What follows belongs to an exercise in optimizing a design on an open flow for small area, a short achievable clock period and few clock cycles per item; a production flow would make more cautious choices.
Function was checked by simulation only, so behaviour that the tests miss may differ from the original.

## old
## SHA256_core
module SHA256_core(
    input RST,
    input CLK,
    input next_b,
    input [511:0] block,
    output [255:0] digest,
    output core_ready
    );
Size: ~6500 cells after synthesis, roughly 770 I/O pins, about 55000 um^2 of cells after synthesis.
clock: 15.0 ns
lec_check: 0
abc_area: 1
cap_margin: 20
core_margin: 2
core_utilization: 55
place_density: 0.65
slew_margin: 20
standard.sh (not shown) runs the stock make flow with config.mk's settings and CLKGATE_MAP_FILE= SYNTH_SCRIPT=/design/flow/synth_recipe.tcl, a recipe that flattens the netlist after the stock synthesis.
==> flow/flow/run.sh <==
#!/bin/bash
# Layout flow: the standard synthesis and layout (standard.sh), with
#  - port buffers of the smallest buffer cell (buf_1) instead of the default choice,
#  - timing repair run with an extra setup margin so that the achieved period is pushed
#    well below the (loose) 15 ns clock; the SDC itself is unchanged.
# Each make step's output goes to its own log file here; ORFS keeps per-tool logs under orfs/logs.
set -eo pipefail
MARGIN=$(cat flow/margin.txt)
bash standard.sh synth > log_synth.txt 2>&1
bash standard.sh BUFFER_PORTS_ARGS="-buffer_cell sky130_fd_sc_hd__buf_1" \
    SETUP_SLACK_MARGIN=$MARGIN finish > log_layout.txt 2>&1
==> flow/flow/margin.txt <==
10.6
Testbench counts of old, summed over its fixed seeds: cycles 8,456, blocks 128.
What new does differently from old at the input level:
- CTS_CLUSTER_DIAMETER now 80, previously not set
- CORE_UTILIZATION now 62, was 55
- PLACE_DENSITY now 0.7, was 0.65
- CTS_CLUSTER_SIZE now 30, previously not set
==> results.txt <==
old → new: area growth from synthesis to layout now sits lower. Taking old as the reference, in new chip width fell 5.7%, sequential share of layout area has increased. Looking at initial standard-cell utilization of the core across new and old, the one that comes out higher is new.

* * *

The RTL this note starts from:
==> flow/design.v <==
module k_constant_rom(
    input [5:0] t,
    output [31:0] k
    );
    localparam logic [2047:0] KTAB = {
        32'hc67178f2, 32'hbef9a3f7, 32'ha4506ceb, 32'h90befffa, 32'h8cc70208, 32'h84c87814, 32'h78a5636f, 32'h748f82ee,
        32'h682e6ff3, 32'h5b9cca4f, 32'h4ed8aa4a, 32'h391c0cb3, 32'h34b0bcb5, 32'h2748774c, 32'h1e376c08, 32'h19a4c116,
        32'h106aa070, 32'hf40e3585, 32'hd6990624, 32'hd192e819, 32'hc76c51a3, 32'hc24b8b70, 32'ha81a664b, 32'ha2bfe8a1,
        32'h92722c85, 32'h81c2c92e, 32'h766a0abb, 32'h650a7354, 32'h53380d13, 32'h4d2c6dfc, 32'h2e1b2138, 32'h27b70a85,
        32'h14292967, 32'h06ca6351, 32'hd5a79147, 32'hc6e00bf3, 32'hbf597fc7, 32'hb00327c8, 32'ha831c66d, 32'h983e5152,
        32'h76f988da, 32'h5cb0a9dc, 32'h4a7484aa, 32'h2de92c6f, 32'h240ca1cc, 32'h0fc19dc6, 32'hefbe4786, 32'he49b69c1,
        32'hc19bf174, 32'h9bdc06a7, 32'h80deb1fe, 32'h72be5d74, 32'h550c7dc3, 32'h243185be, 32'h12835b01, 32'hd807aa98,
        32'hab1c5ed5, 32'h923f82a4, 32'h59f111f1, 32'h3956c25b, 32'he9b5dba5, 32'hb5c0fbcf, 32'h71374491, 32'h428a2f98
    };
    assign k = KTAB[{t, 5'd0} +: 32];
endmodule
module SHA256_core(
    input RST,
    input CLK,
    input next_b,
    input [511:0] block,
    output [255:0] digest,
    output core_ready
    );
    function automatic logic [31:0] ror(input logic [31:0] x, input int n);
        ror = (x >> n) | (x << (32 - n));
    endfunction
    logic rsh;              
    logic [1:0] rk;         
    logic rdy;              
    logic busy;             
    logic [6:0] cnt;        
    logic fin;              
    logic [31:0] ha [0:3];  
    logic [31:0] he [0:3];  
    logic [31:0] a, b, c, d, e, f, g, h;
    logic [31:0] w [0:15];
    logic [31:0] hk;        
    logic [31:0] k_t, kq;   
    k_constant_rom K_ROM (.t(cnt[5:0] + 6'd1), .k(k_t));
    logic [31:0] s1, ch, s0, mj;
    assign s1 = ror(e, 6) ^ ror(e, 11) ^ ror(e, 25);
    assign ch = (e & f) ^ (~e & g);
    assign s0 = ror(a, 2) ^ ror(a, 13) ^ ror(a, 22);
    assign mj = (a & b) ^ (a & c) ^ (b & c);
    logic [31:0] p1s, p1c, p2s, p2c, p3s, p3c, p4s, p4c, q2s, q2c, q3s, q3c;
    always_comb begin
        p1s = s1 ^ ch ^ hk;
        p1c = {((s1 & ch) | (s1 & hk) | (ch & hk)), 1'b0};
        p2s = s0 ^ mj ^ w[0];
        p2c = {((s0 & mj) | (s0 & w[0]) | (mj & w[0])), 1'b0};
        p3s = p1s ^ p1c ^ p2s;
        p3c = {((p1s & p1c) | (p1s & p2s) | (p1c & p2s)), 1'b0};
        p4s = p3s ^ p3c ^ p2c;
        p4c = {((p3s & p3c) | (p3s & p2c) | (p3c & p2c)), 1'b0};
        q2s = p1s ^ p1c ^ d;
        q2c = {((p1s & p1c) | (p1s & d) | (p1c & d)), 1'b0};
        q3s = q2s ^ q2c ^ w[0];
        q3c = {((q2s & q2c) | (q2s & w[0]) | (q2c & w[0])), 1'b0};
    end
    logic [31:0] a_new, e_new;
    assign a_new = p4s + p4c;
    assign e_new = q3s + q3c;
    logic [31:0] sg0, sg1, w_new;
    assign sg0 = ror(w[1], 7) ^ ror(w[1], 18) ^ (w[1] >> 3);
    assign sg1 = ror(w[14], 17) ^ ror(w[14], 19) ^ (w[14] >> 10);
    logic [31:0] ws1s, ws1c, ws2s, ws2c;
    always_comb begin
        ws1s = sg1 ^ w[9] ^ w[0];
        ws1c = {((sg1 & w[9]) | (sg1 & w[0]) | (w[9] & w[0])), 1'b0};
        ws2s = ws1s ^ ws1c ^ sg0;
        ws2c = {((ws1s & ws1c) | (ws1s & sg0) | (ws1c & sg0)), 1'b0};
    end
    add32_bk W_ADD (.x(ws2s), .y(ws2c), .s(w_new));
    logic [31:0] sum_a, sum_e;
    add32_bk A_ADD (.x(ha[3]), .y(a), .s(sum_a));
    add32_bk E_ADD (.x(he[3]), .y(e), .s(sum_e));
    logic [31:0] h0a, h0e;
    always_comb begin
        case (rk)
            2'd0: begin h0a = 32'ha54ff53a; h0e = 32'h5be0cd19; end
            2'd1: begin h0a = 32'h3c6ef372; h0e = 32'h1f83d9ab; end
            2'd2: begin h0a = 32'hbb67ae85; h0e = 32'h9b05688c; end
            default: begin h0a = 32'h6a09e667; h0e = 32'h510e527f; end
        endcase
    end
    always_ff @(posedge CLK) begin
        if (RST) begin
            rdy <= 1'b0;
            busy <= 1'b0;
            cnt <= 7'd0;
            fin <= 1'b0;
            rsh <= 1'b1;
            rk <= 2'd0;
        end else if (rsh) begin
            rk <= rk + 2'd1;
            if (rk == 2'd3) begin
                rsh <= 1'b0;
                rdy <= 1'b1;
            end
        end else if (busy) begin
            if (cnt == 7'd65) begin
                busy <= 1'b0;
                rdy <= 1'b1;
                cnt <= 7'd0;
            end else begin
                cnt <= cnt + 7'd1;
            end
            fin <= (cnt >= 7'd61) && (cnt != 7'd65);
        end else if (rdy) begin
            if (next_b) begin
                rdy <= 1'b0;
                busy <= 1'b1;
                cnt <= 7'd1;
            end
        end else begin
            rsh <= 1'b1;
            rk <= 2'd0;
        end
    end
    always_ff @(posedge CLK) begin
        if (fin || rsh) begin
            ha[0] <= rsh ? h0a : sum_a;
            ha[1] <= ha[0];
            ha[2] <= ha[1];
            ha[3] <= ha[2];
            he[0] <= rsh ? h0e : sum_e;
            he[1] <= he[0];
            he[2] <= he[1];
            he[3] <= he[2];
        end
    end
    logic [31:0] hk_new;
    add32_bk H_ADD (.x(busy ? g : he[3]), .y(busy ? kq : 32'h428a2f98), .s(hk_new));
    always_ff @(posedge CLK) begin
        if (busy) begin
            a <= a_new;
            b <= a;
            c <= b;
            d <= c;
            e <= e_new;
            f <= e;
            g <= f;
            h <= g;
            for (int i = 0; i < 15; i++) w[i] <= w[i + 1];
            w[15] <= w_new;
        end else begin
            a <= ha[0];
            b <= ha[1];
            c <= ha[2];
            d <= ha[3];
            e <= he[0];
            f <= he[1];
            g <= he[2];
            h <= he[3];
            for (int i = 0; i < 16; i++) w[i] <= block[511 - 32*i -: 32];
        end
        kq <= k_t;
        hk <= hk_new;
    end
    assign digest = {ha[0], ha[1], ha[2], ha[3], he[0], he[1], he[2], he[3]};
    assign core_ready = rdy;
endmodule
module add32_bk(
    input [31:0] x,
    input [31:0] y,
    output [31:0] s
    );
    logic [31:0] g [0:9];
    logic [31:0] p [0:9];
    assign g[0] = x & y;
    assign p[0] = x ^ y;
    genvar l, i;
    for (l = 1; l <= 5; l++) begin : up
        for (i = 0; i < 32; i++) begin : b
            if ((i % (1 << l)) == ((1 << l) - 1)) begin : n
                assign g[l][i] = g[l-1][i] | (p[l-1][i] & g[l-1][i - (1 << (l-1))]);
                assign p[l][i] = p[l-1][i] & p[l-1][i - (1 << (l-1))];
            end else begin : t
                assign g[l][i] = g[l-1][i];
                assign p[l][i] = p[l-1][i];
            end
        end
    end
    for (l = 6; l <= 9; l++) begin : dn
        localparam int D = 1 << (9 - l);
        for (i = 0; i < 32; i++) begin : b
            if (i >= 3*D - 1 && ((i - (3*D - 1)) % (2*D)) == 0) begin : n
                assign g[l][i] = g[l-1][i] | (p[l-1][i] & g[l-1][i - D]);
                assign p[l][i] = p[l-1][i] & p[l-1][i - D];
            end else begin : t
                assign g[l][i] = g[l-1][i];
                assign p[l][i] = p[l-1][i];
            end
        end
    end
    assign s = p[0] ^ {g[9][30:0], 1'b0};
endmodule
export LEC_CHECK = 0
export ABC_AREA = 1
export CAP_MARGIN = 20
export CORE_MARGIN = 2
export CORE_UTILIZATION = 70
export CTS_CLUSTER_DIAMETER = 70
export CTS_CLUSTER_SIZE = 30
export PLACE_DENSITY = 0.78
export SLEW_MARGIN = 20
create_clock -name core_clock -period 15.0 [get_ports {CLK}]
Scripts as last shown in full above: flow/flow/run.sh, flow/flow/margin.txt
The baseline completed without violations.
Testbench counts at the start, summed over its fixed seeds: cycles 8,456, blocks 128.
Rerun with:
==> flow/flow/margin.txt (replaced) <==
10.75
Settings changed: CORE_UTILIZATION 70 to 62, PLACE_DENSITY 0.78 to 0.7.
What happened: Final area came out higher by 5.1%; wire length went down by about 3%; worst hold slack got worse by 0.011 ns; via count fell by 4.0%.
Rerun with:
==> flow/flow/margin.txt (replaced) <==
10.6
Settings changed: CTS_CLUSTER_DIAMETER 70 to 60.
What happened: Global-route usage hardly moves. Final cell count shrinks by about 2.8%. Count of clock-buffer cells in the layout grows by 16. Setup slack improves by 0.22 ns. Hold slack degrades by 0.0058 ns. First-iteration DRC count shrinks by about 13%.

* * *

SHA256_core, a different RTL version from the one above (not shown whole).
Size: roughly 6800 cells after synthesis, ~1100 flip-flops, about 770 I/O pins, roughly 55000 sq um of cells after synthesis.
Settings: LEC_CHECK=0, ABC_AREA=1, CAP_MARGIN=20, CORE_MARGIN=2, CORE_UTILIZATION=62, CTS_CLUSTER_DIAMETER=80, CTS_CLUSTER_SIZE=30, PLACE_DENSITY=0.7, SLEW_MARGIN=20; clock period 15.0 ns.
==> flow/flow/margin.txt <==
10.6
Scripts as last shown in full above: flow/flow/run.sh
Testbench counts at the start, summed over its fixed seeds: cycles 8,456, blocks 128.
Rerun with:
Settings changed: CTS_CLUSTER_DIAMETER 80 to 60.
What happened: The new run finished with timing, DRC and antenna clean; global-route usage rose by 0.40 points; cell count rises by 0.46%; synthesized cell count stays the same; area after synthesis is unchanged; flip-flop and latch count stays the same.

[separate check: timing with driven ports]
The results above use ideal ports. As a check the final layouts listed here were re-extracted and re-timed, cells and wires unchanged. Step 1: set_driving_cell puts a clkbuf_16 on CLK and a buf_2 on each other input, an assumption about the parent block. Step 2 adds t to the input delays and takes it off the output delays; t is the mean of the earliest and latest rising clock arrival at the registers after step 1. Input paths then give back, and output paths get back, about the clock's delay inside the block. a / b / c = ideal / step 1 / step 2; a / b = the first two.
run	t, ns	setup slack, ns	worst setup path after step 2	pins driven straight from the clock port
old	0.783	10.543 / 10.472 / 10.621	register to register	1
new	0.730	10.543 / 10.470 / 10.628	register to register	1
the first run of note 2	0.773	10.372 / 10.372 / 10.372	register to register	1
the second run of note 2	0.756	10.345 / 10.273 / 10.593	input to register	1
the third run of note 2	0.730	10.567 / 10.499 / 10.599	register to register	1
the first run of note 3	0.780	10.556 / 10.481 / 10.591	register to register	1
the second run of note 3	0.776	10.573 / 10.499 / 10.573	register to register	1
After both steps every run listed still meets setup and hold.
